Context: an optimization exercise on an open-source flow, tuned for small area. The choices shown serve that exercise and are no tape-out recipe. At most, simulation tests tie the RTL to the original design; equivalence was not proved. For runs 4 and 5, only the layout was checked, not whether the RTL still works. Power is estimated from default activity; no workload was simulated. The flow treats the clock pin as an ideal source, which a real chip does not have.

<file path="flow/flow/run.sh">
#!/bin/bash
# Standard layout (the standard.sh), with clock tree synthesis told not to
# add dummy balancing loads and to cluster up to 32 flip-flops per leaf buffer.
set -euo pipefail
export CTS_ARGS="-sink_clustering_enable -repair_clock_nets -dont_use_dummy_load -sink_clustering_size 32 -sink_clustering_max_diameter 80"
bash standard.sh > standard.log 2>&1
</file>
<file path="flow/standard.sh">
#!/bin/bash
# synth_recipe.tcl (not shown) runs the flow's synth.tcl, then flattens the netlist and writes it again
# the make line also repeats each setting of config.mk as NAME=value (left out here)
make -C /OpenROAD-flow-scripts/flow DESIGN_CONFIG=/design/flow/config.mk WORK_HOME=/design/flow/orfs CLKGATE_MAP_FILE= SYNTH_SCRIPT=/design/flow/synth_recipe.tcl "${@:-finish}"
</file>
<file path="flow/config.mk">
export PLATFORM = sky130hd
export DESIGN_NAME = canny_top
export DESIGN_NICKNAME = canny_top
export VERILOG_FILES = /design/flow/design.v
export SDC_FILE = /design/flow/constraint.sdc
export NUM_CORES = 8
export LEC_CHECK = 0
export ABC_AREA = 1
export CAP_MARGIN = 5
export CORE_MARGIN = 2
export CORE_UTILIZATION = 65
export SLEW_MARGIN = 5
</file>
<file path="flow/constraint.sdc">
create_clock -name core_clock -period 12.0 [get_ports {clk}]
set_input_delay 2.4000 -clock core_clock [delete_from_list [all_inputs] [get_ports {clk}]]
set_output_delay 2.4000 -clock core_clock [all_outputs]
set_load 0.01 [all_outputs]
</file>
<file path="flow/design.v">
`timescale 1ns / 1ps
module sobel_unit (
    input  wire       clk,
    input  wire [7:0] x_top,
    input  wire [7:0] x_mid,
    input  wire [7:0] x_bot,
    output wire [9:0] mh,
    output wire [1:0] cls
);
    function [11:0] rca;
        input [11:0] a, b;
        input        cin;
        integer i;
        reg c;
        begin
            c = cin;
            for (i = 0; i < 12; i = i + 1) begin
                rca[i] = a[i] ^ b[i] ^ c;
                c = (a[i] & b[i]) | (a[i] & c) | (b[i] & c);
            end
        end
    endfunction
    wire [11:0] tb_w  = rca({4'b0, x_top}, {4'b0, x_bot}, 1'b0);
    wire [11:0] an_w  = rca(tb_w, {3'b0, x_mid, 1'b0}, 1'b0);
    wire [9:0]  a_new = an_w[9:0];
    wire [11:0] bn_w  = rca({4'b0, x_bot}, ~{4'b0, x_top}, 1'b1);
    wire [8:0]  b_new = bn_w[8:0];    
    reg [9:0] a1, a2;
    reg [8:1] b1h, b2h;
    always @(posedge clk) begin
        a1 <= a_new; a2 <= a1;
        b1h <= b_new[8:1]; b2h <= b1h;
    end
    wire [8:0] b1 = {b1h, a1[0]};
    wire [8:0] b2 = {b2h, a2[0]};
    wire [11:0] fx_w = rca({2'b0, a_new}, ~{2'b0, a2}, 1'b1);
    wire [10:0] fx   = fx_w[10:0];
    wire [11:0] fy_1 = rca({{3{b2[8]}}, b2}, {{3{b_new[8]}}, b_new}, 1'b0);
    wire [11:0] fy_w = rca(fy_1, {{2{b1[8]}}, b1, 1'b0}, 1'b0);
    wire [10:0] fy   = fy_w[10:0];
    wire [9:0]  ax   = fx[10] ? -fx[9:0] : fx[9:0];
    wire [9:0]  ay   = fy[10] ? -fy[9:0] : fy[9:0];
    wire [11:0] mag_w = rca({2'b0, ax}, {2'b0, ay}, 1'b0);
    assign mh = mag_w[10:1];
    wire        quad = fx[10] ^ fy[10];
    wire [9:0]  tan22 = (ax >> 2) + (ax >> 3) + (ax >> 5) + (ax >> 7);
    wire [10:0] d22   = {1'b0, ay} - {1'b0, tan22};    
    assign cls = d22[10]         ? 2'd0 :
                 (d22[9:0] < ax) ? (quad ? 2'd2 : 2'd1) :
                                   2'd3;
endmodule
`timescale 1ns / 1ps
module canny_top #(
    parameter IMG_W = 256
)(
    input  wire        clk,
    input  wire        rst,
    input  wire [7:0]  pixel_in,
    output wire        out_valid,
    output wire [7:0]  pixel_out
);
    function [11:0] rca;
        input [11:0] a, b;
        input        cin;
        integer i;
        reg c;
        begin
            c = cin;
            for (i = 0; i < 12; i = i + 1) begin
                rca[i] = a[i] ^ b[i] ^ c;
                c = (a[i] & b[i]) | (a[i] & c) | (b[i] & c);
            end
        end
    endfunction
    reg  [7:0] col;
    reg  [2:0] row;
    wire [10:0] cnt = {row, col};
    always @(posedge clk) begin
        if (rst) begin
            col <= 8'd1;
            row <= 3'd0;
        end else begin
            col <= col + 8'd1;
            if (col == 8'd255 && row != 3'd7)
                row <= row + 3'd1;
        end
    end
    reg [8*767-1:0] xc;
    always @(posedge clk)
        xc <= {xc[8*766-1:0], rst ? 8'd0 : pixel_in};    
    localparam [1:0] C_H = 2'd0,    
                     C_D = 2'd1,    
                     C_V = 2'd2,    
                     C_W = 2'd3;    
    wire [9:0] mh_l;
    wire [1:0] cls_l;
    sobel_unit sob_l (
        .clk(clk),
        .x_top(xc[8*512-1 -: 8]), .x_mid(xc[8*256-1 -: 8]), .x_bot(pixel_in),
        .mh(mh_l), .cls(cls_l)
    );
    wire [9:0] mh_u;
    wire [1:0] cls_u;
    sobel_unit sob_u (
        .clk(clk),
        .x_top(xc[8*767-1 -: 8]), .x_mid(xc[8*511-1 -: 8]), .x_bot(xc[8*255-1 -: 8]),
        .mh(mh_u), .cls(cls_u)
    );
    wire valid_l_s = (cnt >= 11'd514) && (col != 8'd0) && (col != 8'd1);
    wire valid_u_s = (cnt >= 11'd769) && (col != 8'd255) && (col != 8'd0);
    reg [9:0] hl0, hl1, hl2;
    reg [9:0] hu0, hu1, hu2, hu3;
    reg [1:0] zl0, zl1;
    reg [1:0] zu0, zu1, zu2, zu3;
    always @(posedge clk) begin
        if (rst)
            hl0 <= 10'd0;
        else if (valid_l_s)
            hl0 <= mh_l;
        if (rst)
            hu0 <= 10'd0;
        else if (valid_u_s)
            hu0 <= mh_u;
        if (valid_l_s)
            zl0 <= cls_l;
        if (valid_u_s)
            zu0 <= cls_u;
        hl1 <= hl0; hl2 <= hl1;
        hu1 <= hu0; hu2 <= hu1; hu3 <= hu2;
        zl1 <= zl0;
        zu1 <= zu0; zu2 <= zu1; zu3 <= zu2;
    end
    wire up_chk = (zl1 == C_V) ? (hl0 >= hu1) :
                  (zl1 == C_D) ? (hl0 >= hu2) : 1'b1;
    reg [256:0] up_ok;          
    always @(posedge clk)
        up_ok <= {up_ok[255:0], up_chk};
    wire [9:0] hq = hu2;        
    reg  [9:0] nb1;             
    always @* begin
        case (zu3)              
            C_H:     nb1 = hu3;    
            C_W:     nb1 = hl2;    
            C_V:     nb1 = hl1;    
            default: nb1 = hl0;    
        endcase
    end
    wire chk2  = (zu3 == C_H || zu3 == C_W) ? (hq >= hu1) : up_ok[256];
    wire alive = (cnt == 11'd772) || ((hq >= nb1) && chk2);
    wire       valid_n = (col != 8'd254) && (col != 8'd255) && (cnt >= 11'd772);
    wire [7:0] clip_q  = (hq[9:7] != 3'd0) ? 8'hFF : {hq[6:0], 1'b0};
    wire [7:0] ns_new  = (valid_n && alive) ? clip_q : 8'd0;
    reg [8*257-1:0] nc_a;       
    reg [8*255-1:0] nc_b;       
    always @(posedge clk) begin
        nc_a <= {nc_a[8*256-1:0], ns_new};
        nc_b <= {nc_b[8*254-1:0], nc_a[8*257-1 -: 8]};
    end
    wire [7:0] n_bot = ns_new;
    wire [7:0] n_mid = nc_a[8*256-1 -: 8];
    wire [7:0] n_top = nc_b[8*255-1 -: 8];
    wire [7:0] din   = nc_a[8*257-1 -: 8];
    wire [11:0] s_1 = rca({4'b0, n_top}, {4'b0, n_mid}, 1'b0);
    wire [11:0] s_w = rca(s_1, {4'b0, n_bot}, 1'b0);
    wire [9:0] s_new = s_w[9:0];
    reg  [9:0] s1, s2;
    always @(posedge clk) begin
        s1 <= s_new;
        s2 <= s1;
    end
    wire [11:0] sum_1 = rca({2'b0, s_new}, {2'b0, s1}, 1'b0);
    wire [11:0] sum9 = rca(sum_1, {2'b0, s2}, 1'b0);
    wire [7:0]  din_nx  = (col == 8'd250) ? nc_a[8*254-1 -: 8] : n_mid;
    wire [11:0] din9_nx = rca({1'b0, din_nx, 3'b000}, {4'b0, din_nx}, 1'b0) + 12'd8;
    wire        ge_nx   = (sum9 <= din9_nx);
    reg         ge_mean;
    wire        is_strong  = (din >= 8'd155) && ge_mean;
    wire        is_weak    = (din >= 8'd130) && ge_mean;    
    wire valid_l = (col != 8'd251) && (col != 8'd252) && (cnt >= 11'd509);
    reg [259:0] hc;             
    reg [7:0]   hcol;
    reg         wrapped;
    reg         connected;
    wire dout = (col == 8'd253) ? hc[2] : hc[0];
    wire r_col  = (col == 8'd253 || col == 8'd254) ? hc[259] : hc[257];
    wire r_col1 = (col == 8'd253) ? hc[258] : hc[256];
    wire e_new  = is_strong | (is_weak & connected);
    always @(posedge clk) begin
        hc <= {hc[258:0], e_new};
        if (valid_l)
            ge_mean <= ge_nx;
        if (rst) begin
            hcol    <= 8'd0;
            wrapped <= 1'b0;
        end else if (valid_l) begin
            connected <= ((hcol != 8'd0) & dout) |
                         (wrapped & r_col) |
                         (wrapped & (hcol != 8'd255) & r_col1);
            hcol <= hcol + 8'd1;
            if (hcol == 8'd255)
                wrapped <= 1'b1;
        end
    end
    assign out_valid = (cnt >= 11'd516) && (col != 8'd4) && (col != 8'd5);
    assign pixel_out = {8{hc[8]}};
endmodule
</file>
==> qor.csv, run 1 <==
stage,metric,value,unit
power,ir_worst_vdd,0.201,mV
yosys,syn_area,0.230,mm2
placement,place_area,0.237,mm2
detailed_routing,ant_nets,0,
clock_network,clk_pin_slew_worst_paths,0.10,ns
timing,setup_viol,0,
floorplanning,die_h,599,um
power,p_leak,99.0,nW
power,p_int,43.8,mW
detailed_routing,drc,0,
clock_network,cts.htree.levels,5,
timing,final.setup.tns,0,ns
final_layout,layout-drive-gt1-share,4.45,%
worst_setup_path,critPathSlowestCell,fa_2,
placement,place_hpwl,132,mm
clock_network,cts_tree,built,
global_routing,grt_overflow,0,
clock_network,cts_sinks,10900,
global_routing,grt_pass1_wl,414,mm
global_routing,grt_start_max_net_pins,36,
timing,fin_crit_sh,96.3,%
clock_network,insertion_delay,0.96,ns
placement,port_buffers,18,
yosys,ys_ff_latch,10900,
placement,gp_congestion,0.730,
detailed_routing,vias_per_cell,4.20,
detailed_routing,wl_per_cell,14.6,um
timing,hold_slack,0.254,ns
floorplanning,pin_count,19,
yosys,ys_seq_area_share,95.3,%
clock_network,cts_buffer_depth,4,
worst_setup_path,startpoint_type,input port,
floorplanning,rows,218,
timing,max_freq,0.0865,GHz
power,power_density,223,mW/mm2
worst_setup_path,slowest_delay,0.54,ns
run,drv_cap,0,
timing,worst_slew_pin_slew,1.04,ns
outcome,status,timing/DRC/antenna clean,
power,combPwrFrac,5.8,%
final_layout,fin_cells,17700,
placement,dp_slack,-0.985,ns
yosys,yosys_warnings,2,
clock_network,numCtsBuffers,386,
worst_setup_path,critPathKind,in2reg,
worst_setup_path,endpoint_kind,register,
power,seq_power_share,66.3,%
worst_setup_path,crit_arrival,12.20,ns
power,p_clk_share,27.9,%
power,netSwitchingFraction,20.4,%
yosys,ys_types,55,
yosys,synthArstFlopShare,0,%
detailed_routing,dr.first_iter.drc_count,3681,
global_routing,grt_pass1_vias,76400,
detailed_routing,first_pass_iters,5,
final_layout,fin_area,0.246,mm2
final_layout,final_nets,13300,
global_routing,antenna_found_initial,10,
worst_setup_path,crit_buf_inv,12,
global_routing,grtUsageTotal,14.3,%
detailed_routing,wl,257,mm
yosys,syn-mean-instance-area,18.5,um2
timing,clock_skew,0.116,ns
power,p_switching,11.2,mW
yosys,yosys_most_used_dff,dfxtp_1,
yosys,netlist_instances,12400,
timing,fin_crit,11.56,ns
min_path,holdCritPathClass,reg2reg,
timing,setup_slack,0.443,ns
worst_setup_path,required,12.64,ns
placement,placed_cells,17300,
timing,final_max_slew_viol_count,0,
floorplanning,die_area,0.359,mm2
clock_network,root_buffer,clkbuf_16,
detailed_routing,via_count,74200,
floorplanning,initial_utilization,65.2,%
yosys,syn_nets,12800,
timing,finalHoldViolCount,0,
clock_network,cts_hold_buf,0,
floorplanning,core,0.352,mm2
worst_setup_path,critPathTopFamily,adder cells,
floorplanning,die_w,599,um
worst_setup_path,critPathMaxFanout,11,
timing,slew_headroom,30.3,%
final_layout,area_growth,7.21,%
yosys,synth_edf_count,6,
==> power groups by stage <==
stage / sequential (mW) / combinational [mW] / clock, mW
3_3_place_gp: 37.3 / 3.10 / 0
6_report: 36.4 / 3.16 / 15.4
5_1_grt: 36.5 / 3.66 / 17.0
3_5_place_dp: 37.3 / 3.03 / 0
2_1_floorplan: 37.2 / 1.70 / 0
4_1_cts: 36.4 / 3.04 / 15.8
==> routing by layer <==
metal  up-vias  wire (um)  global-route usage [%]
met5         -          0                       0
met4         0       6520                    3.96
met3       430       6640                    1.85
met2       577     104000                    21.0
met1     34500     140000                    22.5
li1      38700          -                       -
==> area by class of cell <==
class / count / area (um2)
Inverter: 356 / 1340
Antenna cell: 3 / 7.51
Multi-Input combinational cell: 1126 / 9460
Fill cell: 21600 / 106000
Clock buffer: 386 / 9660
Tap cell: 4730 / 5920
Sequential cell: 10900 / 219000
Timing Repair Buffer: 120 / 948
==> stage by stage <==
step / utilization, % / power [mW]
6_report: 69.9 / 54.9
5_1_grt: 69.9 / 57.1
3_3_place_gp: 67.2 / 40.4
3_5_place_dp: 67.2 / 40.3
2_1_floorplan: - / 38.9
4_1_cts: 69.9 / 55.3
==> placed cells by master, fill, tap and decap left out, types with 5 or more instances in the layout <==
master               n
o21bai_1             5
nand4_1             20
edfxtp_1             6
xnor2_1             18
ha_4                 5
nand3_2              9
clkdlybuf4s50_1     17
nand2_2             22
inv_1              341
nand2_4              6
nand3_1             58
a21oi_1             88
nand2_1            274
nor2_1              99
nor3_1              13
ha_1               153
inv_2               12
fa_1               142
clkbuf_16          386
dfxtp_1          10900
o211ai_1             7
o22ai_1             11
fa_2                 8
o21ai_0             65
xor2_1              51
buf_4              102
a22o_1               9
==> worst paths after layout <==
path,from,end,slack (ns),depth (start not counted)
min,xc[2126],xc[2134],0.25,0
min reg2reg,xc[2126],xc[2134],0.25,0
max reg2reg,xc[2032],zu0[0],0.81,48
max,pixel_in[1],zl0[1],0.44,49
==> cells by family (layout without fill, tap and decap cells) <==
kind of cell / count (synthesis) / count (layout) / share of synthesized area (%)
DFF: 10900 / 10900 / 95.3
and+or+nand+nor: 521 / 521 / 1.02
buffers and inverters: 378 / 862 / 0.638
adders and majority gates: 310 / 310 / 2.18
AOI/OAI and AO/OA: 222 / 222 / 0.562
xor gates and xnor gates: 72 / 72 / 0.274
muxes: 1 / 1 / 0.00490
other: 0 / 3 / 0
==> state kept, by name (all words and copies together) (netlist names), 257 cells and up <==
| signal | count |
|---|---|
| hc | 260 |
| nc_a | 2056 |
| xc | 6136 |
| nc_b | 2040 |
| up_ok | 257 |
==> cells in the mapped netlist, types with 4 or more instances <==
library cell / number / share of area, %
ha_1: 160 / 0.87
nand4_1: 20 / 0.054
o211ai_1: 7 / 0.023
nor2_1: 99 / 0.16
nand3_1: 59 / 0.13
nor3_1: 14 / 0.030
xor2_1: 52 / 0.20
o21ai_0: 68 / 0.15
nand3b_1: 4 / 0.013
a31oi_1: 4 / 0.011
fa_1: 150 / 1.3
a22o_1: 9 / 0.034
edfxtp_1: 6 / 0.078
buf_4: 8 / 0.026
nand2_1: 277 / 0.45
nand3_2: 8 / 0.035
inv_1: 344 / 0.56
clkbuf_1: 9 / 0.015
o22ai_1: 11 / 0.030
inv_2: 10 / 0.016
o41ai_1: 4 / 0.015
nand2_4: 6 / 0.029
o21bai_1: 5 / 0.016
nand2_2: 19 / 0.052
dfxtp_1: 10900 / 95
xnor2_1: 20 / 0.076
a21oi_1: 90 / 0.20
o21a_1: 4 / 0.013
==> timing repair <==
item | CTS | global route
setup buffers | 0 | 2
gates resized for setup | 0 | 39
endpoints found under the setup margin | 0 | 2
==> run 2: changes to the inputs <==
--- a/flow/config.mk
+++ b/flow/config.mk
@@ -7,6 +7,6 @@
 export LEC_CHECK = 0
 export ABC_AREA = 1
-export CAP_MARGIN = 5
+export CAP_MARGIN = 20
 export CORE_MARGIN = 2
 export CORE_UTILIZATION = 65
-export SLEW_MARGIN = 5
+export SLEW_MARGIN = 20
==> qor.csv, run 2 <==
stage,metric,value,unit,change
power,seq_power_share,66.3,%,about the same
power,p_clk_share,27.9,%,about the same
run,drv_cap,0,,unchanged
worst_setup_path,slowest_delay,0.54,ns,about the same
power,power_density,223,mW/mm2,unchanged
floorplanning,die_area,0.359,mm2,unchanged
power,p_int,43.8,mW,unchanged
timing,max_freq,0.0865,GHz,unchanged
floorplanning,pin_count,19,,unchanged
power,p_switching,11.2,mW,unchanged
yosys,ys_ff_latch,10900,,unchanged
detailed_routing,dr.first_iter.drc_count,3681,,unchanged
yosys,netlist_instances,12400,,unchanged
detailed_routing,ant_nets,0,,unchanged
yosys,syn_nets,12800,,unchanged
detailed_routing,wl,257,mm,unchanged
final_layout,fin_cells,17700,,unchanged
min_path,min_from,xc[2126],,unchanged
floorplanning,core,0.352,mm2,unchanged
yosys,syn-mean-instance-area,18.5,um2,unchanged
yosys,synth_common_cells,"dfxtp_1, inv_1, nand2_1, ha_1, fa_1",,unchanged
power,netSwitchingFraction,20.4,%,unchanged
yosys,synthArstFlopShare,0,%,unchanged
yosys,syn_area,0.230,mm2,unchanged
global_routing,grt_pass1_wl,414,mm,unchanged
floorplanning,initial_utilization,65.2,%,unchanged
final_layout,top_register,xc,,unchanged
clock_network,root_buffer,clkbuf_16,,unchanged
worst_setup_path,critPathKind,in2reg,,unchanged
worst_setup_path,critPathMaxFanout,11,,unchanged
timing,clock_skew,0.116,ns,unchanged
yosys,synth_edf_count,6,,unchanged
placement,place_hpwl,132,mm,unchanged
final_layout,sequential_cell_area,0.219,mm2,unchanged
placement,gp_congestion,0.730,,unchanged
global_routing,grtUsageTotal,14.3,%,unchanged
worst_setup_path,required,12.64,ns,about the same
final_layout,area_growth,7.21,%,unchanged
worst_setup_path,startpoint,pixel_in[1],,unchanged
global_routing,antenna_found_initial,10,,unchanged
timing,setup_viol,0,,unchanged
clock_network,numCtsBuffers,386,,unchanged
worst_setup_path,crit_arrival,12.20,ns,about the same
global_routing,grt_start_max_net_pins,36,,unchanged
power,p_leak,99.0,nW,unchanged
floorplanning,die_w,599,um,unchanged
timing,finalHoldViolCount,0,,unchanged
power,power.total,54.9,mW,unchanged
worst_setup_path,rr_endpoint,zu0[0],,unchanged
final_layout,largest_reg_flops,6136,,unchanged
final_layout,mostFrequentLayoutCells,"dfxtp_1, clkbuf_16, inv_1, nand2_1, ha_1",,unchanged
clock_network,cts.htree.levels,5,,unchanged
worst_setup_path,startpoint_type,input port,,unchanged
worst_setup_path,rrSetupSlack,0.81,ns,about the same
yosys,synth_top_area_share,95.2,%,unchanged
yosys,ys_types,55,,unchanged
final_layout,reg_top3,"xc x6136, nc_a x2056, nc_b x2040",,unchanged
yosys,synth.most_common_cell,dfxtp_1,,unchanged
timing,final_max_slew_viol_count,0,,unchanged
clock_network,insertion_delay,0.96,ns,about the same
worst_setup_path,endpoint_kind,register,,unchanged
detailed_routing,first_pass_iters,5,,unchanged
final_layout,layout-drive-gt1-share,4.45,%,unchanged
global_routing,grt_pass1_vias,76400,,unchanged
timing,fin_crit,11.56,ns,unchanged
worst_setup_path,reg2reg_depth,48,,unchanged
yosys,ys_seq_area_share,95.3,%,unchanged
outcome,status,timing/DRC/antenna clean,,unchanged
worst_setup_path,critPathSlowestCell,fa_2,,unchanged
floorplanning,rows,218,,unchanged
clock_network,clk_pin_slew_worst_paths,0.10,ns,about the same
final_layout,multi_input_area,0.00946,mm2,unchanged
timing,fin_crit_sh,96.3,%,unchanged
final_layout,final_common_cell,dfxtp_1,,unchanged
timing,slew_headroom,30.3,%,unchanged
placement,placed_cells,17300,,unchanged
worst_setup_path,rr_startpoint,xc[2032],,unchanged
min_path,holdCritPathClass,reg2reg,,unchanged
final_layout,fin_util,69.9,%,unchanged
timing,worst_slew_pin_slew,1.04,ns,unchanged
detailed_routing,wl_per_cell,14.6,um,unchanged
clock_network,cts_tree,built,,unchanged
yosys,yosys_most_used_dff,dfxtp_1,,unchanged
clock_network,cts_buffer_depth,4,,unchanged
yosys,yosys.area.top_type,dfxtp_1,,unchanged
final_layout,final_nets,13300,,unchanged
clock_network,cts_sinks,10900,,unchanged
final_layout,fillCellCount,21600,,unchanged
detailed_routing,via_count,74200,,unchanged
yosys,synth_area_leaders,"dfxtp_1, fa_1, ha_1",,unchanged
detailed_routing,drc,0,,unchanged
detailed_routing,vias_per_cell,4.20,,unchanged
yosys,yosys_warnings,2,,unchanged
power,ir_worst_vdd,0.201,mV,unchanged
power,combPwrFrac,5.8,%,about the same
worst_setup_path,critPathCapture,zl0[1],,unchanged
global_routing,grt_overflow,0,,unchanged
placement,port_buffers,18,,unchanged
floorplanning,die_h,599,um,unchanged
==> run 2: cell counts in the layout (fill, tap and decap cells not counted) <==
Identical to the previous run, type by type.
==> run 2: cell families (layout without fill, tap and decap cells) <==
group | Yosys count | count (layout) | share of synthesized area [%]
mux | 1 | 1 | 0.00490
fa+ha+maj | 310 | 310 | 2.18
flops | 10900 | 10900 | 95.3
simple gates | 521 | 521 | 1.02
other cells | 0 | 3 | 0
compound gates | 222 | 222 | 0.562
xor+xnor | 72 | 72 | 0.274
buf+inv | 378 | 862 | 0.638
==> run 2: worst max-delay path, delay by kind of cell <==
family	cells	cell delay [ns]
and+or+nand+nor	13	1.14
AOI/OAI and AO/OA	7	1.00
xor gates and xnor gates	1	0.13
adders and majority gates	16	6.23
buffers and inverters	12	1.27
==> run 2: layout make-up <==
type                            count  area share [%]
Sequential cell                 10900            88.9
Clock buffer                      386            3.92
Multi-Input combinational cell   1126            3.84
Tap cell                         4730            2.40
Inverter                          356           0.543
Timing Repair Buffer              120           0.385
Antenna cell                        3         0.00305
==> run 2: routing by layer <==
metal / vias to the layer above / track usage, % / share of wire [%]
li1: 38700 / - / -
met1: 34500 / 22.5 / 54
met2: 577 / 21.0 / 41
met3: 430 / 1.85 / 2.6
met4: 0 / 3.96 / 2.5
met5: - / 0 / 0
==> run 2: worst min path at each step <==
stage / endpoint / slack [ns] / depth (start not counted)
detailed placement: hc[12] / 0.31 / 0
floorplan: hc[100] / 0.31 / 0
global placement: nc_b[663] / 0.31 / 0
finish: xc[2134] / 0.25 / 0
CTS: xc[2134] / 0.25 / 0
global route: xc[17] / 0.24 / 0
==> run 2: power groups by stage <==
| stage | combinational (mW) | sequential, mW | clock, mW |
|---|---|---|---|
| floorplan | 1.70 | 37.2 | 0 |
| CTS | 3.04 | 36.4 | 15.8 |
| detailed placement | 3.03 | 37.3 | 0 |
| global placement | 3.10 | 37.3 | 0 |
| finish | 3.16 | 36.4 | 15.4 |
| global route | 3.66 | 36.5 | 17.0 |
==> run 2: metrics by stage <==
stage	hold slack (ns)	TNS (ns)	setup WS [ns]	area, um2
detailed placement	0.312	-1.96	-0.985	237000
global route	0.239	-0.0146	-0.00736	246000
global placement	0.309	-2.19	-1.10	237000
floorplan	0.310	0	0.473	230000
finish	0.254	0	0.443	246000
CTS	0.253	0	0.0214	246000
==> run 2: timing repair <==
item,in CTS,in global routing
hold buffers,0,0
gates resized for setup,0,39
setup endpoints to repair,0,2
buffers inserted,0,2
==> run 3: changes to the inputs <==
--- a/flow/config.mk
+++ b/flow/config.mk
@@ -7,6 +7,6 @@
 export LEC_CHECK = 0
 export ABC_AREA = 1
-export CAP_MARGIN = 20
+export CAP_MARGIN = 60
 export CORE_MARGIN = 2
 export CORE_UTILIZATION = 65
-export SLEW_MARGIN = 20
+export SLEW_MARGIN = 60
==> qor.csv, run 3 <==
stage,metric,value,unit,change
detailed_routing,wl,256,mm,was 257 mm
timing,rsz0062_at_grt,yes,,
timing,final_max_slew_viol_count,0,,unchanged
detailed_routing,dr.first_iter.drc_count,3950,,was 3681
clock_network,cts_sinks,10900,,unchanged
global_routing,antenna_found_initial,8,,was 10
timing,slew_headroom,60.9,%,was 30.3%
run,drv_cap,0,,unchanged
yosys,synth_edf_count,6,,unchanged
yosys,syn-mean-instance-area,18.5,um2,unchanged
final_layout,final_common_cell,dfxtp_1,,unchanged
timing,max_freq,0.0873,GHz,was 0.0865 GHz
placement,place_area,0.237,mm2,about the same
worst_setup_path,startpoint_type,input port,,unchanged
placement,place_hpwl,132,mm,about the same
clock_network,cts_hold_buf,0,,unchanged
yosys,ys_types,55,,unchanged
worst_setup_path,rr_startpoint,xc[2032],,unchanged
timing,worst_slew_pin_slew,0.586,ns,was 1.04 ns
worst_setup_path,crit_path_frequent_cell,fa_2,,
timing,clock_skew,0.127,ns,was 0.116 ns
worst_setup_path,critPathKind,in2reg,,unchanged
final_layout,largest_reg_flops,6136,,unchanged
placement,gp_congestion,0.730,,unchanged
global_routing,grtUsageTotal,14.3,%,about the same
floorplanning,die_w,599,um,unchanged
worst_setup_path,reg2reg_depth,48,,unchanged
detailed_routing,first_pass_iters,6,,was 5
clock_network,root_buffer,clkbuf_16,,unchanged
yosys,ys_ff_latch,10900,,unchanged
timing,setup_viol,0,,unchanged
timing,fin_crit_sh,95.4,%,was 96.3%
min_path,holdCritPathClass,reg2reg,,unchanged
power,power.total,54.9,mW,about the same
outcome,status,timing/DRC/antenna clean,,unchanged
worst_setup_path,crit_arrival,12.08,ns,was 12.20 ns
clock_network,clk_pin_slew_worst_paths,0.11,ns,was 0.10 ns
min_path,min_from,xc[5912],,was xc[2126]
yosys,syn_nets,12800,,unchanged
final_layout,layout-drive-gt1-share,4.73,%,was 4.45%
detailed_routing,via_count,74200,,about the same
final_layout,reg_top3,"xc x6136, nc_a x2056, nc_b x2040",,unchanged
worst_setup_path,startpoint,pixel_in[0],,was pixel_in[1]
floorplanning,die_h,599,um,unchanged
clock_network,cts.htree.levels,5,,unchanged
timing,hold_slack,0.230,ns,was 0.254 ns
yosys,netlist_instances,12400,,unchanged
placement,port_buffers,18,,unchanged
global_routing,grt_pass1_vias,77000,,was 76400
power,p_leak,99.1,nW,was 99.0 nW
final_layout,mostFrequentLayoutCells,"dfxtp_1, clkbuf_16, inv_1, nand2_1, ha_1",,unchanged
worst_setup_path,slowest_delay,0.58,ns,was 0.54 ns
worst_setup_path,endpoint_kind,register,,unchanged
detailed_routing,ant_nets,0,,unchanged
yosys,synth.most_common_cell,dfxtp_1,,unchanged
timing,finalHoldViolCount,0,,unchanged
worst_setup_path,rr_endpoint,zu0[0],,unchanged
clock_network,cts_tree,built,,unchanged
worst_setup_path,rrSetupSlack,0.81,ns,about the same
worst_setup_path,critPathSlowestCell,fa_2,,unchanged
detailed_routing,drc,0,,unchanged
floorplanning,pin_count,19,,unchanged
yosys,syn_area,0.230,mm2,unchanged
final_layout,top_register,xc,,unchanged
final_layout,final_nets,13300,,about the same
detailed_routing,wl_per_cell,14.5,um,was 14.6 um
yosys,synth_top_area_share,95.2,%,unchanged
worst_setup_path,critPathMaxFanout,11,,unchanged
global_routing,grt_overflow,0,,unchanged
detailed_routing,vias_per_cell,4.20,,about the same
yosys,synth_area_leaders,"dfxtp_1, fa_1, ha_1",,unchanged
clock_network,cts_buffer_depth,4,,unchanged
yosys,synth_common_cells,"dfxtp_1, inv_1, nand2_1, ha_1, fa_1",,unchanged
yosys,synthArstFlopShare,0,%,unchanged
worst_setup_path,required,12.63,ns,was 12.64 ns
timing,fin_crit,11.45,ns,was 11.56 ns
yosys,yosys.area.top_type,dfxtp_1,,unchanged
floorplanning,die_area,0.359,mm2,unchanged
floorplanning,initial_utilization,65.2,%,unchanged
yosys,yosys_most_used_dff,dfxtp_1,,unchanged
final_layout,fin_area,0.247,mm2,was 0.246 mm2
floorplanning,core,0.352,mm2,unchanged
clock_network,numCtsBuffers,386,,unchanged
final_layout,area_growth,7.30,%,was 7.21%
min_path,holdPathEnd,xc[5920],,was xc[2134]
floorplanning,rows,218,,unchanged
global_routing,grt_start_max_net_pins,36,,unchanged
yosys,ys_seq_area_share,95.3,%,unchanged
clock_network,insertion_delay,0.94,ns,was 0.96 ns
global_routing,grt_pass1_wl,414,mm,about the same
yosys,yosys_warnings,2,,unchanged
power,ir_worst_vdd,0.213,mV,was 0.201 mV
power,power_density,222,mW/mm2,was 223 mW/mm2
min_path,hold-path-cell-count,0,,unchanged
[run 3: kinds of logic (layout without fill, tap and decap cells)]
logic type | count (synthesis) | in the layout | synth area share [%]
compound gates | 222 | 222 | 0.562
xor+xnor | 72 | 72 | 0.274
fa+ha+maj | 310 | 310 | 2.18
buf+inv | 378 | 870 | 0.638
flops | 10900 | 10900 | 95.3
mux | 1 | 1 | 0.00490
other cells | 0 | 6 | 0
simple gates | 521 | 521 | 1.02
[run 3: how the worst max path moves through the flow]
stage	endpoint	cells after the start
after global placement	zl0[0]	50
after detailed placement	zl0[1]	50
after floorplan	zl0[1]	50
after global routing	zl0[0]	54
final	zl0[1]	45
after CTS	zl0[1]	50
[run 3: critical path: cells and delay by family]
family / cells / cell delay [ns]
adders and majority gates: 19 / 6.62
xor gates and xnor gates: 1 / 0.12
and+or+nand+nor: 7 / 0.67
AOI/OAI and AO/OA: 9 / 1.25
buffers and inverters: 9 / 1.03
[run 3: area by class of cell]
| class | instances | area [um2] |
|---|---|---|
| sequential | 10900 | 219000 |
| fill | 21600 | 106000 |
| clock buffer | 386 | 9660 |
| multi-input combinational | 1126 | 9610 |
| tap | 4730 | 5920 |
| inverter | 356 | 1350 |
| timing repair buffer | 128 | 1000 |
| antenna | 6 | 15.0 |
[run 3: per-stage QoR]
stage / util (%) / instances / setup TNS, ns / setup WS (ns)
3_5_place_dp: 67.2 / 17300 / -1.77 / -0.895
6_report: 70.0 / 17700 / 0 / 0.547
4_1_cts: 69.9 / 17700 / 0 / 0.0763
2_1_floorplan: - / 12400 / 0 / 0.473
3_3_place_gp: 67.2 / 17300 / -2.19 / -1.10
5_1_grt: 70.0 / 17700 / -0.0155 / -0.0131
[run 3: where the power goes]
part | switching, mW | internal (mW) | leakage [nW]
logic | 1.61 | 1.53 | 6.07
clock network | 9.51 | 5.82 | 4.76
registers | 0.0261 | 36.4 | 88.2
total | 11.1 | 43.7 | 99.1
[run 3: layer usage]
metal | track usage (%) | wire, um | vias up
met2 | 21.0 | 104000 | 564
met1 | 22.4 | 138000 | 34500
met4 | 4.08 | 6810 | 0
li1 | - | - | 38800
met5 | 0 | 0 | -
met3 | 1.97 | 6900 | 460
[run 3: repair_timing]
| item | in CTS | in global routing |
|---|---|---|
| setup endpoints to repair | 0 | 4 |
| gates resized for setup | 0 | 51 |
| setup buffers | 0 | 8 |
| endpoints found under the hold margin | 0 | 0 |
==> run 4: changes to the inputs <==
--- a/flow/design.v
+++ b/flow/design.v
@@ -109,6 +109,6 @@
     wire valid_l_s = (cnt >= 11'd514) && (col != 8'd0) && (col != 8'd1);
     wire valid_u_s = (cnt >= 11'd769) && (col != 8'd255) && (col != 8'd0);
-    reg [9:0] hl0, hl1, hl2;
-    reg [9:0] hu0, hu1, hu2, hu3;
+    reg [9:0] hl0;
+    reg [9:0] hu0, hu1, hu2;
     reg [1:0] zl0, zl1;
     reg [1:0] zu0, zu1, zu2, zu3;
@@ -126,26 +126,41 @@
         if (valid_u_s)
             zu0 <= cls_u;
-        hl1 <= hl0; hl2 <= hl1;
-        hu1 <= hu0; hu2 <= hu1; hu3 <= hu2;
+        hu1 <= hu0; hu2 <= hu1;
         zl1 <= zl0;
         zu1 <= zu0; zu2 <= zu1; zu3 <= zu2;
     end
-    wire up_chk = (zl1 == C_V) ? (hl0 >= hu1) :
-                  (zl1 == C_D) ? (hl0 >= hu2) : 1'b1;
+    wire l_ge_u1 = hl0 >= hu1;      
+    wire u1_ge_l = hu1 >= hl0;
+    wire l_ge_u2 = hl0 >= hu2;      
+    wire u2_ge_l = hu2 >= hl0;
+    wire u0_ge_l = hu0 >= hl0;      
+    wire u0_ge_u1 = hu0 >= hu1;     
+    wire u1_ge_u0 = hu1 >= hu0;
+    reg [1:0] dl_ok;     
+    reg       dn_ok;     
+    reg       rt_ok;     
+    reg [1:0] lt_ok;     
+    always @(posedge clk) begin
+        dl_ok <= {dl_ok[0], u0_ge_l};
+        dn_ok <= u1_ge_l;
+        rt_ok <= u1_ge_u0;
+        lt_ok <= {lt_ok[0], u0_ge_u1};
+    end
+    wire up_chk = (zl1 == C_V) ? l_ge_u1 :
+                  (zl1 == C_D) ? l_ge_u2 : 1'b1;
     reg [256:0] up_ok;          
     always @(posedge clk)
         up_ok <= {up_ok[255:0], up_chk};
     wire [9:0] hq = hu2;        
-    reg  [9:0] nb1;             
+    reg        chk;
     always @* begin
         case (zu3)              
-            C_H:     nb1 = hu3;    
-            C_W:     nb1 = hl2;    
-            C_V:     nb1 = hl1;    
-            default: nb1 = hl0;    
+            C_H:     chk = lt_ok[1] & rt_ok;       
+            C_W:     chk = rt_ok & dl_ok[1];       
+            C_V:     chk = up_ok[256] & dn_ok;     
+            default: chk = up_ok[256] & u2_ge_l;   
         endcase
     end
-    wire chk2  = (zu3 == C_H || zu3 == C_W) ? (hq >= hu1) : up_ok[256];
-    wire alive = (cnt == 11'd772) || ((hq >= nb1) && chk2);
+    wire alive = (cnt == 11'd772) || chk;
     wire       valid_n = (col != 8'd254) && (col != 8'd255) && (cnt >= 11'd772);
     wire [7:0] clip_q  = (hq[9:7] != 3'd0) ? 8'hFF : {hq[6:0], 1'b0};
==> qor.csv, run 4 <==
stage,metric,value,unit,change
timing,slew_headroom,62.7,%,was 60.9%
clock_network,root_buffer,clkbuf_16,,unchanged
worst_setup_path,critPathSlowestCell,fa_1,,was fa_2
placement,port_buffers,18,,unchanged
detailed_routing,first_pass_iters,5,,was 6
worst_setup_path,slowest_delay,0.57,ns,was 0.58 ns
power,ir_worst_vdd,0.193,mV,was 0.213 mV
power,netSwitchingFraction,20.2,%,was 20.3%
worst_setup_path,required,12.60,ns,was 12.63 ns
power,p_clk_share,28.0,%,was 27.9%
outcome,status,timing/DRC/antenna clean,,unchanged
yosys,yosys_warnings,2,,unchanged
final_layout,reg_top3,"xc x6136, nc_a x2056, nc_b x2040",,unchanged
floorplanning,initial_utilization,65.1,%,was 65.2%
yosys,synth_common_cells,"dfxtp_1, inv_1, nand2_1, ha_1, fa_1",,unchanged
placement,place_hpwl,124,mm,was 132 mm
detailed_routing,wl_per_cell,13.9,um,was 14.5 um
final_layout,layout-drive-gt1-share,4.49,%,was 4.73%
yosys,synth.most_common_cell,dfxtp_1,,unchanged
worst_setup_path,crit_arrival,12.06,ns,was 12.08 ns
final_layout,fin_cells,17500,,was 17700
global_routing,antenna_found_initial,11,,was 8
yosys,syn_area,0.229,mm2,was 0.230 mm2
clock_network,cts_tree,built,,unchanged
yosys,synth_top_area_share,95.4,%,was 95.2%
clock_network,insertion_delay,0.96,ns,was 0.94 ns
global_routing,grt_pass1_vias,75000,,was 77000
worst_setup_path,rr_endpoint,zu0[0],,unchanged
power,p_switching,11.0,mW,was 11.1 mW
min_path,min_from,xc[2367],,was xc[5912]
final_layout,area_growth,7.20,%,was 7.30%
worst_setup_path,critPathMaxFanout,11,,unchanged
detailed_routing,vias_per_cell,4.20,,about the same
worst_setup_path,rr_startpoint,xc[2032],,unchanged
placement,gp_congestion,0.728,,was 0.730
yosys,synth_edf_count,6,,unchanged
timing,setup_slack,0.542,ns,was 0.547 ns
final_layout,final_common_cell,dfxtp_1,,unchanged
placement,placed_cells,17100,,was 17300
power,p_int,43.6,mW,was 43.7 mW
global_routing,grt_overflow,0,,unchanged
timing,hold_slack,0.188,ns,was 0.230 ns
min_path,holdPathEnd,xc[2375],,was xc[5920]
worst_setup_path,critPathKind,in2reg,,unchanged
yosys,ys_seq_area_share,95.4,%,was 95.3%
power,power_density,222,mW/mm2,about the same
detailed_routing,via_count,73500,,was 74200
power,p_leak,98.7,nW,was 99.1 nW
timing,max_freq,0.0873,GHz,about the same
timing,rsz0062_at_grt,no,,was yes
floorplanning,core,0.352,mm2,about the same
clock_network,cts_hold_buf,0,,unchanged
timing,fin_crit_sh,95.5,%,was 95.4%
floorplanning,pin_count,19,,unchanged
yosys,netlist_instances,12400,,about the same
yosys,yosys_most_used_dff,dfxtp_1,,unchanged
clock_network,postCtsSetupBuffers,0,,unchanged
floorplanning,die_w,598,um,was 599 um
worst_setup_path,reg2reg_depth,50,,was 48
final_layout,largest_reg_flops,6136,,unchanged
timing,finalHoldViolCount,0,,unchanged
global_routing,grtUsageTotal,13.6,%,was 14.3%
yosys,syn_nets,12700,,was 12800
yosys,syn-mean-instance-area,18.5,um2,about the same
timing,setup_viol,0,,unchanged
detailed_routing,dr.first_iter.drc_count,3746,,was 3950
global_routing,grt_pass1_wl,398,mm,was 414 mm
timing,worst_slew_pin_slew,0.557,ns,was 0.586 ns
run,drv_cap,0,,unchanged
clock_network,clk_pin_slew_worst_paths,0.11,ns,about the same
timing,fin_crit,11.46,ns,was 11.45 ns
yosys,ys_types,49,,was 55
detailed_routing,wl,243,mm,was 256 mm
worst_setup_path,startpoint_type,input port,,unchanged
min_path,holdCritPathClass,reg2reg,,unchanged
global_routing,grt_start_max_net_pins,33,,was 36
floorplanning,die_area,0.357,mm2,was 0.359 mm2
clock_network,numCtsBuffers,388,,was 386
clock_network,cts_sinks,10900,,about the same
floorplanning,die_h,598,um,was 599 um
timing,clock_skew,0.127,ns,about the same
final_layout,mostFrequentLayoutCells,"dfxtp_1, clkbuf_16, inv_1, nand2_1, ha_1",,unchanged
clock_network,cts_buffer_depth,4,,unchanged
clock_network,cts.htree.levels,5,,unchanged
detailed_routing,drc,0,,unchanged
timing,final_max_slew_viol_count,0,,unchanged
detailed_routing,ant_nets,0,,unchanged
yosys,yosys.area.top_type,dfxtp_1,,unchanged
final_layout,final_nets,13200,,was 13300
worst_setup_path,rrSetupSlack,0.85,ns,was 0.81 ns
floorplanning,rows,218,,unchanged
yosys,ys_ff_latch,10900,,about the same
final_layout,top_register,xc,,unchanged
power,seq_power_share,66.6,%,was 66.4%
worst_setup_path,endpoint_kind,register,,unchanged
yosys,synthArstFlopShare,0,%,unchanged
power,combPwrFrac,5.4,%,was 5.7%
min_path,hold-path-cell-count,0,,unchanged
yosys,synth_area_leaders,"dfxtp_1, fa_1, ha_1",,unchanged
placement,dp_slack,-1.12,ns,was -0.895 ns
run 4: changes by cell type after synthesis, moves of 7 or more:
cell and change:
a21oi_1 +13, a22o_1 -9, dfxtp_1 -24, inv_1 +7
nand2_1 -37, nor3_1 +8, o21ai_0 +10, o22ai_1 -10
run 4: worst max path at each step:
stage               cells past startpoint         from     end  slack (ns)
floorplan                              52  pixel_in[0]  zl0[0]        0.48
global placement                       53  pixel_in[0]  zl0[0]       -1.15
detailed placement                     53  pixel_in[0]  zl0[0]       -1.12
CTS                                    54  pixel_in[0]  zl0[0]        0.03
global route                           53  pixel_in[0]  zl0[0]        0.03
finish                                 53  pixel_in[0]  zl0[0]        0.54
run 4: timing repair:
| item | in CTS | in global routing |
|---|---|---|
| gates resized for setup | 5 | 36 |
| pin swaps | 0 | 12 |
| endpoints found under the setup margin | 2 | 2 |
run 4: worst max-delay path, delay by kind of cell:
kind,cells,cell delay [ns]
AO/OA/AOI/OAI,5,0.61
XOR/XNOR,2,0.29
adder cells (fa/ha/maj),18,6.03
buffers and inverters,13,1.43
AND/OR/NAND/NOR,15,1.23
run 4: power groups by stage:
stage / Clock [mW] / Combinational (mW) / Sequential (mW)
5_1_grt: 16.9 / 3.44 / 36.4
6_report: 15.3 / 2.96 / 36.3
3_5_place_dp: 0 / 2.91 / 37.2
4_1_cts: 15.8 / 2.95 / 36.3
3_3_place_gp: 0 / 2.99 / 37.2
2_1_floorplan: 0 / 1.66 / 37.2
run 4: area by class of cell:
cell class	instances	area [um2]
multi-input combinational	1081	9170
sequential	10900	219000
clock buffer	388	9710
tap	4620	5780
fill	21700	106000
inverter	362	1370
antenna	2	5.00
timing repair buffer	115	910
run 4: routing by layer:
layer,GRT usage (%),wire length (um),up-vias
met1,22.0,135000,34000
li1,-,-,38500
met4,4.20,6970,0
met5,0,0,-
met2,19.1,94000,567
met3,1.88,6680,444
run 4: stage by stage:
stage	util (%)	TNS, ns	power (mW)	area [um2]
2_1_floorplan	-	0	38.8	229000
3_3_place_gp	67.0	-2.30	40.2	236000
3_5_place_dp	67.0	-2.21	40.1	236000
4_1_cts	69.8	0	55.1	245000
5_1_grt	69.8	0	56.7	246000
6_report	69.8	0	54.6	246000
run 4: logic make-up (layout without fill, tap and decap cells):
group / Yosys count / in the layout / share of synthesized area, %
buf+inv: 379 / 865 / 0.638
fa+ha+maj: 308 / 308 / 2.17
mux: 1 / 1 / 0.00491
other cells: 0 / 2 / 0
flops: 10900 / 10900 / 95.4
xor+xnor: 74 / 74 / 0.283
simple gates: 482 / 482 / 0.939
compound gates: 216 / 216 / 0.519
==> run 5: changes to the inputs <==
--- a/flow/config.mk
+++ b/flow/config.mk
@@ -7,6 +7,7 @@
 export LEC_CHECK = 0
 export ABC_AREA = 1
-export CAP_MARGIN = 60
+export CAP_MARGIN = 20
 export CORE_MARGIN = 2
 export CORE_UTILIZATION = 65
-export SLEW_MARGIN = 60
+export GPL_TIMING_DRIVEN = 0
+export SLEW_MARGIN = 20
==> qor.csv, run 5 <==
stage,metric,value,unit,change
outcome,status,timing/DRC/antenna clean,,unchanged
detailed_routing,dr.first_iter.drc_count,3753,,was 3746
floorplanning,pin_count,19,,unchanged
worst_setup_path,rr_endpoint,zu0[1],,was zu0[0]
power,power.total,54.5,mW,was 54.6 mW
worst_setup_path,crit_buf_inv,13,,unchanged
clock_network,insertion_delay,0.94,ns,was 0.96 ns
power,seq_power_share,66.7,%,was 66.6%
global_routing,grtUsageTotal,14.4,%,was 13.6%
global_routing,grt_overflow,0,,unchanged
worst_setup_path,critPathSlowestCell,fa_2,,was fa_1
detailed_routing,wl,256,mm,was 243 mm
yosys,yosys_warnings,2,,unchanged
yosys,yosys.area.top_type,dfxtp_1,,unchanged
clock_network,root_buffer,clkbuf_16,,unchanged
timing,setup_viol,0,,unchanged
final_layout,final_nets,13100,,was 13200
worst_setup_path,reg2reg_depth,50,,unchanged
placement,dp_slack,-1.62,ns,was -1.12 ns
yosys,ys_ff_latch,10900,,unchanged
final_layout,layout-drive-gt1-share,4.22,%,was 4.49%
timing,clock_skew,0.127,ns,about the same
power,ir_worst_vdd,0.198,mV,was 0.193 mV
timing,finalHoldViolCount,0,,unchanged
worst_setup_path,critPathCapture,zl0[0],,unchanged
run,drv_cap,0,,unchanged
global_routing,grt_pass1_wl,417,mm,was 398 mm
yosys,ys_types,49,,unchanged
worst_setup_path,critPathTopFamily,adder cells,,unchanged
detailed_routing,via_count,73600,,was 73500
clock_network,cts_tree,built,,unchanged
clock_network,cts.htree.levels,5,,unchanged
timing,fin_crit_sh,97.2,%,was 95.5%
timing,fin_crit,11.67,ns,was 11.46 ns
worst_setup_path,critPathKind,in2reg,,unchanged
power,combPwrFrac,5.1,%,was 5.4%
placement,placed_cells,17000,,was 17100
power,p_switching,11.1,mW,was 11.0 mW
worst_setup_path,required,12.61,ns,was 12.60 ns
yosys,synth_common_cells,"dfxtp_1, inv_1, nand2_1, ha_1, fa_1",,unchanged
worst_setup_path,rr_startpoint,xc[2032],,unchanged
yosys,syn-mean-instance-area,18.5,um2,unchanged
yosys,ys_seq_area_share,95.4,%,unchanged
worst_setup_path,rrSetupSlack,0.94,ns,was 0.85 ns
yosys,synth_top_area_share,95.4,%,unchanged
global_routing,antenna_found_initial,8,,was 11
global_routing,met3_usage,1.90,%,was 1.88%
final_layout,sequential_cell_area,0.219,mm2,about the same
global_routing,grt_pass1_vias,77400,,was 75000
clock_network,numCtsBuffers,388,,unchanged
timing,setup_slack,0.333,ns,was 0.542 ns
floorplanning,core,0.352,mm2,unchanged
clock_network,cts_buffer_depth,4,,unchanged
global_routing,grtUsageMet1,22.4,%,was 22.0%
detailed_routing,vias_per_cell,4.23,,was 4.20
worst_setup_path,startpoint_type,input port,,unchanged
min_path,min_from,nc_a[0],,was xc[2367]
timing,hold_slack,0.249,ns,was 0.188 ns
clock_network,cts_hold_buf,0,,unchanged
placement,gp_congestion,0.734,,was 0.728
final_layout,fillCellCount,21300,,was 21700
final_layout,mostFrequentLayoutCells,"dfxtp_1, clkbuf_16, inv_1, nand2_1, ha_1",,unchanged
timing,max_freq,0.0857,GHz,was 0.0873 GHz
yosys,yosys_most_used_dff,dfxtp_1,,unchanged
floorplanning,die_area,0.357,mm2,unchanged
power,p_leak,98.4,nW,was 98.7 nW
final_layout,reg_top3,"xc x6136, nc_a x2056, nc_b x2040",,unchanged
yosys,synth_edf_count,6,,unchanged
final_layout,top_register,xc,,unchanged
global_routing,grt_use_met2,21.4,%,was 19.1%
final_layout,largest_reg_flops,6136,,unchanged
floorplanning,die_h,598,um,unchanged
clock_network,cts_sinks,10900,,unchanged
yosys,synth.most_common_cell,dfxtp_1,,unchanged
worst_setup_path,slowest_delay,0.61,ns,was 0.57 ns
worst_setup_path,endpoint_kind,register,,unchanged
final_layout,final_common_cell,dfxtp_1,,unchanged
final_layout,area_growth,7.06,%,was 7.20%
yosys,syn_area,0.229,mm2,unchanged
power,netSwitchingFraction,20.4,%,was 20.2%
worst_setup_path,cp.depth,51,,was 53
floorplanning,rows,218,,unchanged
yosys,syn_nets,12700,,unchanged
final_layout,fin_util,69.7,%,was 69.8%
final_layout,multi_input_area,0.00935,mm2,was 0.00917 mm2
floorplanning,die_w,598,um,unchanged
worst_setup_path,critPathMaxFanout,10,,was 11
power,p_int,43.4,mW,was 43.6 mW
timing,slew_headroom,39.3,%,was 62.7%
yosys,netlist_instances,12400,,unchanged
floorplanning,initial_utilization,65.1,%,unchanged
timing,final_max_slew_viol_count,0,,unchanged
detailed_routing,ant_nets,0,,unchanged
placement,port_buffers,18,,unchanged
yosys,synthArstFlopShare,0,%,unchanged
global_routing,grt_start_max_net_pins,33,,unchanged
detailed_routing,wl_per_cell,14.7,um,was 13.9 um
timing,worst_slew_pin_slew,0.908,ns,was 0.557 ns
clock_network,clk_pin_slew_worst_paths,0.10,ns,was 0.11 ns
yosys,synth_area_leaders,"dfxtp_1, fa_1, ha_1",,unchanged
power,power_density,222,mW/mm2,about the same
min_path,holdCritPathClass,reg2reg,,unchanged
power,p_clk_share,28.2,%,was 28.0%
final_layout,fin_cells,17400,,was 17500
detailed_routing,first_pass_iters,8,,was 5
worst_setup_path,startpoint,pixel_in[1],,was pixel_in[0]
detailed_routing,drc,0,,unchanged
placement,place_hpwl,131,mm,was 124 mm
global_routing,top_usage_layer,met1,,unchanged
worst_setup_path,crit_arrival,12.28,ns,was 12.06 ns
worst_setup_path,crit_path_frequent_cell,fa_2,,
==> run 5: through the flow <==
| stage | instance area, um2 | TNS (ns) |
|---|---|---|
| 3_3_place_gp | 235000 | -3.21 |
| 4_1_cts | 245000 | 0 |
| 2_1_floorplan | 229000 | 0 |
| 5_1_grt | 245000 | -0.0404 |
| 3_5_place_dp | 235000 | -3.23 |
| 6_report | 245000 | 0 |
==> run 5: area by class of cell <==
cell class                      count  area share [%]
Timing Repair Buffer               32           0.117
Antenna cell                        2         0.00204
Multi-Input combinational cell   1081            3.81
Sequential cell                 10900            89.2
Clock buffer                      388            3.96
Inverter                          362           0.559
Buffer                             16          0.0408
Tap cell                         4620            2.36
==> run 5: metal layers <==
layer | vias up | part of all wire (%)
met3 | 405 | 2.6
met4 | 0 | 2.5
li1 | 38400 | -
met5 | - | 0
met1 | 34300 | 54
met2 | 582 | 41
==> run 5: kinds of logic (layout without fill, tap and decap cells) <==
kind of cell	Yosys count	after routing	synth area share (%)
AO/OA/AOI/OAI	216	216	0.519
XOR/XNOR	74	74	0.283
adder cells (fa/ha/maj)	308	308	2.17
buffers and inverters	379	798	0.638
flip-flops	10900	10900	95.4
multiplexers	1	1	0.00491
other	0	2	0
AND/OR/NAND/NOR	482	482	0.939
==> run 5: timing repair <==
| item | in CTS | in global routing |
|---|---|---|
| gates resized for setup | 29 | 70 |
| pin swaps | 7 | 43 |
| endpoints found under the setup margin | 4 | 4 |
| setup buffers | 3 | 11 |
==> run 5: power by group through the flow <==
stage / Clock (mW) / Sequential, mW / Combinational [mW]
detailed placement: 0 / 37.2 / 2.31
CTS: 15.8 / 36.3 / 2.52
floorplan: 0 / 37.2 / 1.66
global route: 17.0 / 36.4 / 3.21
finish: 15.4 / 36.3 / 2.78
global placement: 0 / 37.2 / 2.36
==> run 5: how the worst min path moves through the flow <==
stage | end | slack [ns] | cells past startpoint
2_1_floorplan | dl_ok[1] | 0.31 | 0
3_3_place_gp | nc_b[537] | 0.31 | 0
3_5_place_dp | hc[184] | 0.31 | 0
4_1_cts | nc_a[8] | 0.24 | 0
5_1_grt | sob_l.a2[8] | 0.24 | 0
6_report | nc_a[8] | 0.25 | 0
==> run 6: changes to the inputs <==
--- a/flow/design.v
+++ b/flow/design.v
@@ -166,14 +166,30 @@
     wire [7:0] clip_q  = (hq[9:7] != 3'd0) ? 8'hFF : {hq[6:0], 1'b0};
     wire [7:0] ns_new  = (valid_n && alive) ? clip_q : 8'd0;
-    reg [8*257-1:0] nc_a;       
-    reg [8*255-1:0] nc_b;       
-    always @(posedge clk) begin
-        nc_a <= {nc_a[8*256-1:0], ns_new};
-        nc_b <= {nc_b[8*254-1:0], nc_a[8*257-1 -: 8]};
-    end
-    wire [7:0] n_bot = ns_new;
-    wire [7:0] n_mid = nc_a[8*256-1 -: 8];
-    wire [7:0] n_top = nc_b[8*255-1 -: 8];
-    wire [7:0] din   = nc_a[8*257-1 -: 8];
+    function [14:0] pair_code;
+        input [7:0] m, t;
+        begin
+            if (m[0])
+                pair_code = {2'b11, 5'b0, t};
+            else if (t[0])
+                pair_code = {2'b10, 6'b0, m[7:1]};
+            else
+                pair_code = {1'b0, m[7:1], t[7:1]};
+        end
+    endfunction
+    function [7:0] pair_mid;
+        input [14:0] c;
+        pair_mid = c[14] ? (c[13] ? 8'hFF : {c[6:0], 1'b0}) : {c[13:7], 1'b0};
+    endfunction
+    function [7:0] pair_top;
+        input [14:0] c;
+        pair_top = c[14] ? (c[13] ? c[7:0] : 8'hFF) : {c[6:0], 1'b0};
+    endfunction
+    reg [15*256-1:0] ncc;       
+    wire [14:0] code_j = ncc[15*256-1 -: 15];
+    wire [7:0]  n_mid  = pair_mid(code_j);       
+    wire [7:0]  n_top  = pair_top(code_j);       
+    wire [7:0]  n_bot  = ns_new;                 
+    always @(posedge clk)
+        ncc <= {ncc[15*255-1:0], pair_code(n_bot, n_mid)};
     wire [11:0] s_1 = rca({4'b0, n_top}, {4'b0, n_mid}, 1'b0);
     wire [11:0] s_w = rca(s_1, {4'b0, n_bot}, 1'b0);
@@ -186,10 +202,8 @@
     wire [11:0] sum_1 = rca({2'b0, s_new}, {2'b0, s1}, 1'b0);
     wire [11:0] sum9 = rca(sum_1, {2'b0, s2}, 1'b0);
-    wire [7:0]  din_nx  = (col == 8'd250) ? nc_a[8*254-1 -: 8] : n_mid;
+    wire [7:0]  din_nx  = (col == 8'd250) ? pair_mid(ncc[15*254-1 -: 15]) : n_mid;
     wire [11:0] din9_nx = rca({1'b0, din_nx, 3'b000}, {4'b0, din_nx}, 1'b0) + 12'd8;
     wire        ge_nx   = (sum9 <= din9_nx);
-    reg         ge_mean;
-    wire        is_strong  = (din >= 8'd155) && ge_mean;
-    wire        is_weak    = (din >= 8'd130) && ge_mean;    
+    reg         is_strong, is_weak;     
     wire valid_l = (col != 8'd251) && (col != 8'd252) && (cnt >= 11'd509);
     reg [259:0] hc;             
@@ -203,6 +217,11 @@
     always @(posedge clk) begin
         hc <= {hc[258:0], e_new};
-        if (valid_l)
-            ge_mean <= ge_nx;
+        if (rst) begin
+            is_strong <= 1'b0;
+            is_weak   <= 1'b0;
+        end else if (valid_l) begin
+            is_strong <= (din_nx >= 8'd155) && ge_nx;
+            is_weak   <= (din_nx >= 8'd130) && ge_nx;
+        end
         if (rst) begin
             hcol    <= 8'd0;
==> qor.csv, run 6 <==
stage,metric,value,unit,change
outcome,status,timing/DRC/antenna clean,,unchanged
detailed_routing,drc,0,,unchanged
worst_setup_path,critPathKind,in2reg,,unchanged
min_path,holdCritPathClass,reg2reg,,unchanged
timing,hold_slack,0.254,ns,was 0.249 ns
final_layout,final_nets,12900,,was 13100
run,drv_cap,0,,unchanged
yosys,synth_edf_count,5,,was 6
timing,setup_slack,0.431,ns,was 0.333 ns
global_routing,grt_overflow,0,,unchanged
yosys,yosys_warnings,2,,unchanged
worst_setup_path,crit_arrival,12.15,ns,was 12.28 ns
detailed_routing,dr.first_iter.drc_count,3576,,was 3753
worst_setup_path,startpoint,pixel_in[0],,was pixel_in[1]
clock_network,root_buffer,clkbuf_16,,unchanged
yosys,syn-mean-instance-area,18.4,um2,was 18.5 um2
worst_setup_path,required,12.58,ns,was 12.61 ns
power,power_density,222,mW/mm2,about the same
worst_setup_path,critPathSlowestCell,fa_1,,was fa_2
yosys,synth_area_leaders,"dfxtp_1, fa_1, ha_1",,unchanged
power,p_leak,96.5,nW,was 98.4 nW
yosys,synth_top_area_share,95.0,%,was 95.4%
clock_network,cts_tree,built,,unchanged
yosys,netlist_instances,12200,,was 12400
final_layout,reg_top3,"xc x6136, ncc x3840, hc x260",,"was xc x6136, nc_a x2056, nc_b x2040"
final_layout,fin_cells,17200,,was 17400
final_layout,layout-drive-gt1-share,4.29,%,was 4.22%
floorplanning,die_area,0.350,mm2,was 0.357 mm2
placement,placed_cells,16800,,was 17000
clock_network,clk_pin_slew_worst_paths,0.11,ns,was 0.10 ns
detailed_routing,via_count,72800,,was 73600
clock_network,cts_buffer_depth,4,,unchanged
global_routing,grt_start_max_net_pins,33,,unchanged
final_layout,largest_reg_flops,6136,,unchanged
detailed_routing,ant_nets,0,,unchanged
timing,worst_slew_pin_slew,0.899,ns,was 0.908 ns
worst_setup_path,startpoint_type,input port,,unchanged
detailed_routing,first_pass_iters,5,,was 8
placement,gp_congestion,0.732,,was 0.734
timing,fin_crit_sh,96.4,%,was 97.2%
final_layout,top_register,xc,,unchanged
clock_network,numCtsBuffers,379,,was 388
yosys,yosys.area.top_type,dfxtp_1,,unchanged
worst_setup_path,crit_path_frequent_cell,fa_2,,unchanged
power,ir_worst_vdd,0.287,mV,was 0.198 mV
timing,fin_crit,11.57,ns,was 11.67 ns
timing,rsz0062_at_grt,no,,
worst_setup_path,rrSetupSlack,0.82,ns,was 0.94 ns
global_routing,grt_pass1_vias,74800,,was 77400
placement,port_buffers,17,,was 18
worst_setup_path,critPathMaxFanout,10,,unchanged
worst_setup_path,endpoint_kind,register,,unchanged
worst_setup_path,rr_startpoint,xc[2032],,unchanged
floorplanning,die_w,592,um,was 598 um
final_layout,area_growth,6.96,%,was 7.06%
timing,final.setup.tns,0,ns,unchanged
floorplanning,core,0.344,mm2,was 0.352 mm2
worst_setup_path,slowest_delay,0.58,ns,was 0.61 ns
yosys,synth.most_common_cell,dfxtp_1,,unchanged
global_routing,antenna_found_initial,12,,was 8
final_layout,mostFrequentLayoutCells,"dfxtp_1, clkbuf_16, inv_1, nand2_1, ha_1",,unchanged
yosys,syn_nets,12500,,was 12700
global_routing,grtUsageTotal,13.8,%,was 14.4%
yosys,ys_ff_latch,10700,,was 10900
global_routing,grt_pass1_wl,394,mm,was 417 mm
yosys,synthArstFlopShare,0,%,unchanged
detailed_routing,wl_per_cell,14.0,um,was 14.7 um
yosys,syn_area,0.225,mm2,was 0.229 mm2
placement,place_hpwl,126,mm,was 131 mm
yosys,synth_common_cells,"dfxtp_1, inv_1, nand2_1, ha_1, fa_1",,unchanged
placement,dp_slack,-1.58,ns,was -1.62 ns
final_layout,final_common_cell,dfxtp_1,,unchanged
floorplanning,pin_count,19,,unchanged
min_path,min_from,xc[6009],,was nc_a[0]
yosys,ys_seq_area_share,95.1,%,was 95.4%
detailed_routing,wl,241,mm,was 256 mm
clock_network,cts_sinks,10700,,was 10900
timing,clock_skew,0.131,ns,was 0.127 ns
worst_setup_path,critPathTopFamily,adder cells,,unchanged
detailed_routing,vias_per_cell,4.25,,was 4.23
timing,slew_headroom,39.6,%,was 39.3%
floorplanning,rows,215,,was 218
timing,max_freq,0.0864,GHz,was 0.0857 GHz
yosys,ys_types,63,,was 49
yosys,yosys_most_used_dff,dfxtp_1,,unchanged
final_layout,fin_util,69.9,%,was 69.7%
clock_network,insertion_delay,0.94,ns,about the same
timing,final_max_slew_viol_count,0,,unchanged
worst_setup_path,crit_buf_inv,13,,unchanged
clock_network,cts.htree.levels,5,,unchanged
timing,setup_viol,0,,unchanged
timing,finalHoldViolCount,0,,unchanged
floorplanning,die_h,592,um,was 598 um
floorplanning,initial_utilization,65.4,%,was 65.1%
[run 6: worst register-to-register path, delay by kind of cell (launching register included)]
kind / cells / cell delay, ns
adder cells (fa/ha/maj): 18 / 7.15
buffers and inverters: 12 / 1.00
AO/OA/AOI/OAI: 8 / 1.18
AND/OR/NAND/NOR: 8 / 0.72
flip-flops: 1 / 0.37
XOR/XNOR: 3 / 0.51
[run 6: metal layers]
layer | GRT usage, % | part of all wire [%]
met1 | 21.9 | 55
met2 | 19.7 | 39
met5 | 0 | 0
met4 | 3.50 | 2.3
met3 | 2.32 | 3.5
[run 6: final cells by class]
| class | count | area, um2 |
|---|---|---|
| flip-flops and latches | 10700 | 214000 |
| fillers | 21200 | 103000 |
| multi-input cells | 1133 | 9710 |
| clock buffers | 379 | 9480 |
| well taps | 4557 | 5700 |
| inverters | 367 | 1380 |
| repair buffers | 21 | 203 |
| plain buffers | 26 | 169 |
| diodes | 5 | 12.5 |
[run 6: kinds of logic (layout without fill, tap and decap cells)]
logic type,count (synthesis),in the layout,share of synthesized area [%]
AO/OA/AOI/OAI,246,246,0.644
AND/OR/NAND/NOR,500,500,1.05
multiplexers,1,1,0.00501
flip-flops,10700,10700,95.1
other,0,5,0
buffers and inverters,393,793,0.688
adder cells (fa/ha/maj),308,308,2.22
XOR/XNOR,78,78,0.304
[run 6: stage by stage]
stage / power (mW) / area (um2)
2_1_floorplan: 38.2 / 225000
3_3_place_gp: 39.0 / 230000
3_5_place_dp: 39.0 / 230000
4_1_cts: 53.8 / 240000
5_1_grt: 55.5 / 240000
6_report: 53.4 / 240000
[run 6: final timing paths]
| check | endpoint | cells after the start |
|---|---|---|
| setup / recovery | zl0[0] | 50 |
| hold reg to reg | xc[6017] | 0 |
| hold / removal | xc[6017] | 0 |
| setup reg to reg | zu0[1] | 49 |
[run 6: report_power, final]
group          switching, mW  internal [mW]
clock                   9.23           5.71
combinational           1.73           1.24
sequential            0.0252           35.5
total                   11.0           42.4
[run 6: timing repair]
item,CTS,global route
setup endpoints to repair,2,4
setup buffers,1,3
pin swaps,4,18
resized for setup,23,43
endpoints found under the hold margin,0,0
hold buffers,0,0
cloned,0,0

re-timing with driven ports:
No port has a modelled driver above. Below, the same layouts with a new extraction and two added sets of constraints. Step 1 assumes that a clkbuf_16 drives the clock port and a buf_2 every other input. Step 2 also shifts input and output timing later by t, the mid clock arrival at the registers, as if the neighbouring blocks saw the same clock. a / b / c = ideal / step 1 / step 2; a / b = the first two.
run | t, ns | slack for setup (ns) | worst setup path at the end | latest minus earliest clock arrival (ns) | pins driven straight from the clock port
run 1 | 0.988 | 0.443 / 0.513 / -0.475 | input to register | 0.144 / 0.145 | 1
run 2 | 0.988 | 0.443 / 0.513 / -0.475 | input to register | 0.144 / 0.145 | 1
run 3 | 0.987 | 0.547 / 0.610 / -0.377 | input to register | 0.154 / 0.154 | 1
run 4 | 0.984 | 0.542 / 0.607 / -0.377 | input to register | 0.143 / 0.144 | 1
run 5 | 0.988 | 0.333 / 0.386 / -0.602 | input to register | 0.161 / 0.161 | 1
run 6 | 0.982 | 0.431 / 0.483 / -0.498 | input to register | 0.155 / 0.155 | 1
Met with ideal ports but missed after step 2: setup timing in every run listed. The setup slack of run 5, which loses most, moves by +0.053 ns with the drivers and by -0.935 ns with both steps.
